From an optimization exercise on the open Yosys and OpenROAD flow, aimed at small area, a short achievable clock period and few clock cycles per item; shortcuts taken in it are not production practice.
Where RTL was checked, it was by simulation tests only, not by an equivalence proof against the original.
Power figures rest on the tool's default switching activity, not on a simulated workload.

== job 927 ==
==> flow/design.v (excerpt) <==
module unpipelined_divider #
(
    parameter N = 32
)
(
    input wire [N-1:0] dividend,
    input wire [N-1:0] divisor,
    input wire start,
    input wire rst,
    input wire clk,
    output wire [N-1:0] quotient,
    output wire [N-1:0] remainder,
    output reg done
);
Settings: LEC_CHECK=0, CAP_MARGIN=20, CORE_MARGIN=2, CORE_UTILIZATION=40, SETUP_SLACK_MARGIN=1.0, SLEW_MARGIN=20; clock period 4.0 ns.
run.sh (not shown) runs the stock make flow with config.mk's settings and CLKGATE_MAP_FILE= SYNTH_SCRIPT=/design/flow/synth_recipe.tcl, a recipe that flattens the netlist after the stock synthesis.
Job 927: done, clean on timing, DRC and antenna
Relative to job 927, the following input files were edited for job 4055:
# job 927
export LEC_CHECK = 0
export CAP_MARGIN = 20
export CORE_MARGIN = 2
export CORE_UTILIZATION = 40
export SETUP_SLACK_MARGIN = 1.0
export SLEW_MARGIN = 20
create_clock -name core_clock -period 4.0 [get_ports {clk}]
# job 4055
export LEC_CHECK = 0
export CAP_MARGIN = 20
export CORE_MARGIN = 2
export CORE_UTILIZATION = 40
export SLEW_MARGIN = 20
create_clock -name core_clock -period 4.0 [get_ports {clk}]
==> flow/flow/run.sh (new file) <==
#!/bin/bash
# The standard layout, except that the port buffers are the library's
# smallest plain buffer instead of the delay cell buffer_ports picks.
set -euo pipefail
export BUFFER_PORTS_ARGS="-buffer_cell sky130_fd_sc_hd__buf_1"
bash standard.sh > standard.log 2>&1
==> flow/standard.sh (new file) <==
#!/bin/bash
# synth_recipe.tcl (not shown) runs the flow's synth.tcl, then flattens the netlist and writes it again
# the make line also repeats each setting of config.mk as NAME=value (left out here)
make -C /OpenROAD-flow-scripts/flow DESIGN_CONFIG=/design/flow/config.mk WORK_HOME=/design/flow/orfs CLKGATE_MAP_FILE= SYNTH_SCRIPT=/design/flow/synth_recipe.tcl "${@:-finish}"
removed: flow/run.sh
--- outcome ---
Between job 4055 and job 927, it is job 4055 whose worst hold slack is lower, by 110 ps.
Vias after detailed routing, job 927 and job 4055: larger value in job 927
Power consumed by combinational cells: job 927 and job 4055 compared, higher one is job 927
Here is what was changed in the inputs of job 3409 compared with job 4055.
==> flow/run.sh (new file) <==
#!/bin/bash
# synth_recipe.tcl (not shown) runs the flow's synth.tcl, then flattens the netlist and writes it again
# the make line also repeats each setting of config.mk as NAME=value (left out here)
make -C /OpenROAD-flow-scripts/flow DESIGN_CONFIG=/design/flow/config.mk WORK_HOME=/design/flow/orfs CLKGATE_MAP_FILE= SYNTH_SCRIPT=/design/flow/synth_recipe.tcl finish
removed: flow/flow/run.sh
removed: flow/standard.sh
==> comparison <==
Job 3409 went all the way through the flow, and no timing, DRC or antenna check failed. Compared with job 4055, in job 3409 final critical-path share of the clock period went up 4.6 points, final setup slack of the worst path shrank by 190 ps, worst hold slack saw an increase. Highest achievable clock rate (lower): job 3409. Of job 3409 and job 4055, job 3409 shows the higher total met2 wirelength after detailed routing, with job 4055 below it.
For job 5647, these inputs were changed with respect to job 3409:
# job 3409
export LEC_CHECK = 0
export CAP_MARGIN = 20
export CORE_MARGIN = 2
export CORE_UTILIZATION = 40
export SLEW_MARGIN = 20
create_clock -name core_clock -period 4.0 [get_ports {clk}]
# job 5647
export LEC_CHECK = 0
export CAP_MARGIN = 20
export CORE_MARGIN = 2
export CORE_UTILIZATION = 40
export SETUP_SLACK_MARGIN = 2.0
export SLEW_MARGIN = 20
create_clock -name core_clock -period 4.0 [get_ports {clk}]
[summary]
- Compared with job 3409, in job 5647 cell count shows an increase of about 7%, non-clock buffer count shows an increase of 35%, post-CTS setup buffer count shows an increase of 64, combinational group share of total power shows an increase of 6.7 points, cell area after layout shows an increase of 22%.
- Relative to job 3409, the core utilization of the finished layout of job 5647 is higher by 13 points.
- From job 5647 to job 3409, synthesized cell count did not move at all.
- Job 5647 vs. job 3409: worst hold slack roughly the same; total power consumption of the routed design picked up an extra 790 uW.
- Max freq job 3409 -> job 5647: improved
No functional check of the RTL was part of any run of this note.


Setup of lane 1:
unpipelined_divider, a different RTL version from the one above (not shown whole).
For scale: roughly 550 cells after synthesis, ~130 I/O pins, ~4800 µm² of cells after synthesis.
==> flow/config.mk <==
export PLATFORM = sky130hd
export DESIGN_NAME = unpipelined_divider
export DESIGN_NICKNAME = unpipelined_divider
export VERILOG_FILES = /design/flow/design.v
export SDC_FILE = /design/flow/constraint.sdc
export NUM_CORES = 4
export LEC_CHECK = 0
export CAP_MARGIN = 20
export CORE_MARGIN = 2
export CORE_UTILIZATION = 55
export CTS_BUF_LIST = sky130_fd_sc_hd__clkbuf_4 sky130_fd_sc_hd__clkbuf_8
export SETUP_SLACK_MARGIN = 1.1
export SLEW_MARGIN = 20
==> flow/constraint.sdc <==
create_clock -name core_clock -period 4.0 [get_ports {clk}]
set_input_delay 0.8000 -clock core_clock [delete_from_list [all_inputs] [get_ports {clk}]]
set_output_delay 0.8000 -clock core_clock [all_outputs]
set_load 0.01 [all_outputs]
standard.sh (not shown) runs the stock make flow with config.mk's settings and CLKGATE_MAP_FILE= SYNTH_SCRIPT=/design/flow/synth_recipe.tcl, a recipe that flattens the netlist after the stock synthesis.
==> flow/flow/run.sh <==
#!/bin/bash
# The standard layout, with the port buffers set to the library's smallest
# plain buffer (buffer_ports otherwise picks a delay cell) and the settings
# below passed to the ORFS make.
set -euo pipefail
export BUFFER_PORTS_ARGS="-buffer_cell sky130_fd_sc_hd__buf_1"

bash standard.sh > standard.log 2>&1
Testbench counts of lane 1, summed over its fixed seeds: cycles 10,456, items 512.
### lane 1 -> lane 2
# lane 1
export LEC_CHECK = 0
export CAP_MARGIN = 20
export CORE_MARGIN = 2
export CORE_UTILIZATION = 55
export CTS_BUF_LIST = sky130_fd_sc_hd__clkbuf_4 sky130_fd_sc_hd__clkbuf_8
export SETUP_SLACK_MARGIN = 1.1
export SLEW_MARGIN = 20
create_clock -name core_clock -period 4.0 [get_ports {clk}]
# lane 2
export LEC_CHECK = 0
export CAP_MARGIN = 20
export CORE_MARGIN = 2
export CORE_UTILIZATION = 40
export CTS_BUF_LIST = sky130_fd_sc_hd__clkbuf_4 sky130_fd_sc_hd__clkbuf_8
export SETUP_SLACK_MARGIN = 1.0
export SLEW_MARGIN = 20
create_clock -name core_clock -period 4.0 [get_ports {clk}]
Notes after the runs:
The final reports for lane 2 and lane 1 show post-detailed-placement half-perimeter wirelength higher in the former.
Top achievable clock speed delta for lane 2 relative to lane 1: about 2% lower
Compared lane 2 vs lane 1, and fill cell instance count of the final layout is up in lane 2.
Of lane 2 and lane 1, it is lane 2 that has the higher wire length on met2.
Summary of lane 2 over lane 1: met2 capacity usage during global routing went down, share of cell area taken by multi-input logic gates went down, share of final layout cell area taken by clock buffers and inverters went down.
Compared with lane 1, lane 2 shows height of the die that has gone up by more than 10%.
Of lane 2 and lane 1, lane 2 shows the lower share of the core filled with cells in the final layout, with lane 1 above it.
Run comparison: lane 2 critical path capture point rem_reg[10]; lane 1 critical path capture point rem_reg[18]
--- input diff lane 2..lane 3 ---
# lane 2
export LEC_CHECK = 0
export CAP_MARGIN = 20
export CORE_MARGIN = 2
export CORE_UTILIZATION = 40
export CTS_BUF_LIST = sky130_fd_sc_hd__clkbuf_4 sky130_fd_sc_hd__clkbuf_8
export SETUP_SLACK_MARGIN = 1.0
export SLEW_MARGIN = 20
create_clock -name core_clock -period 4.0 [get_ports {clk}]
# lane 3
export LEC_CHECK = 0
export CAP_MARGIN = 20
export CORE_MARGIN = 2
export CORE_UTILIZATION = 70
export CTS_BUF_LIST = sky130_fd_sc_hd__clkbuf_4 sky130_fd_sc_hd__clkbuf_8
export SETUP_SLACK_MARGIN = 1.0
export SLEW_MARGIN = 20
create_clock -name core_clock -period 4.0 [get_ports {clk}]
Results
Comparing lane 3 and lane 2, the lower setup slack is on lane 3. Going from lane 2 to lane 3, layout overhead on the synthesized area increased 1.5 points, worst setup slack before clock tree synthesis now sits lower, total wirelength of the detailed-routed design rose 5.6%, part of the total power dissipated in sequential elements lower, via count of the first global-routing pass went up by 272. Lane 3 did not stop at any stage, and its layout met the timing, DRC and antenna checks.
Changes in lane 4 relative to lane 3:
# lane 3
export LEC_CHECK = 0
export CAP_MARGIN = 20
export CORE_MARGIN = 2
export CORE_UTILIZATION = 70
export CTS_BUF_LIST = sky130_fd_sc_hd__clkbuf_4 sky130_fd_sc_hd__clkbuf_8
export SETUP_SLACK_MARGIN = 1.0
export SLEW_MARGIN = 20
create_clock -name core_clock -period 4.0 [get_ports {clk}]
# lane 4
export LEC_CHECK = 0
export CAP_MARGIN = 20
export CORE_MARGIN = 2
export CORE_UTILIZATION = 55
export CTS_BUF_LIST = sky130_fd_sc_hd__clkbuf_4 sky130_fd_sc_hd__clkbuf_8
export SETUP_SLACK_MARGIN = 1.0
export SLEW_MARGIN = 20
create_clock -name core_clock -period 4.0 [get_ports {clk}]
--- a/flow/flow/run.sh
+++ b/flow/flow/run.sh
@@ -5,4 +5,4 @@
 set -euo pipefail
 export BUFFER_PORTS_ARGS="-buffer_cell sky130_fd_sc_hd__buf_1"
-
+export RECOVER_POWER=50
 bash standard.sh > standard.log 2>&1
[summary]
Of lane 3 and lane 4, just one finished clean: lane 3. Lane 4 finished all stages; layout check result: FAIL, due to max-capacitance violations, max-slew violations. Comparing lane 3 and lane 4, the higher layout overhead on the synthesized area is on lane 3. Lower die area among lane 3 and lane 4: lane 3. Lane 4 vs. lane 3: via density per instance went down 0.69; wire length went down 5.6%; post-CTS setup buffer count went down 2; global-route usage went down 10 points. Slowest cell on the critical path: a221o_1 -> lane 3, ha_1 -> lane 4. The run showing the smaller count of cells resized by post-cts repair is lane 4. Max clock network power share across lane 3 and lane 4: lane 3. Via count (higher): lane 3. Portion of the clock cycle consumed by the worst path in the final layout: lane 4 < lane 3. From lane 4 to lane 3, number of input and output port buffers inserted did not move at all.

-- separate check: timing with driven ports --
How much do the figures lean on ideal ports? The routed layouts below were timed once more, with nothing changed but the port constraints. Step 1: set_driving_cell puts a clkbuf_16 on clk and a buf_2 on each other input, an assumption about the parent block. Step 2 times the ports against the registers' clock, not the clock port: input delays grow and output delays shrink by t, the midpoint of the rising clock arrivals with the driver on. Three values: ideal ports, drivers, drivers and shift; two values: the first two.
run	shift t [ns]	slack for setup (ns)	worst register clock-pin slew, ns	worst data-port slew with drivers (ns)
job 927	0.380	0.930 / 0.918 / 0.538	0.06 / 0.06	0.05
job 4055	0.367	0.459 / 0.471 / 0.104	0.06 / 0.06	0.05
job 3409	0.375	0.273 / 0.277 / -0.098	0.06 / 0.06	0.05
job 5647	0.384	0.955 / 0.945 / 0.562	0.06 / 0.06	0.05
lane 1	0.386	1.111 / 1.113 / 0.727	0.09 / 0.09	0.05
lane 2	0.386	1.048 / 1.057 / 0.671	0.08 / 0.08	0.04
lane 3	0.380	1.025 / 1.037 / 0.657	0.08 / 0.08	0.04
lane 4	0.393	1.050 / 1.064 / 0.671	0.10 / 0.10	0.04
Met with ideal ports but missed after step 2: setup timing in job 3409. The setup slack of job 5647, which loses most, moves by -0.010 ns with the drivers and by -0.393 ns with both steps.
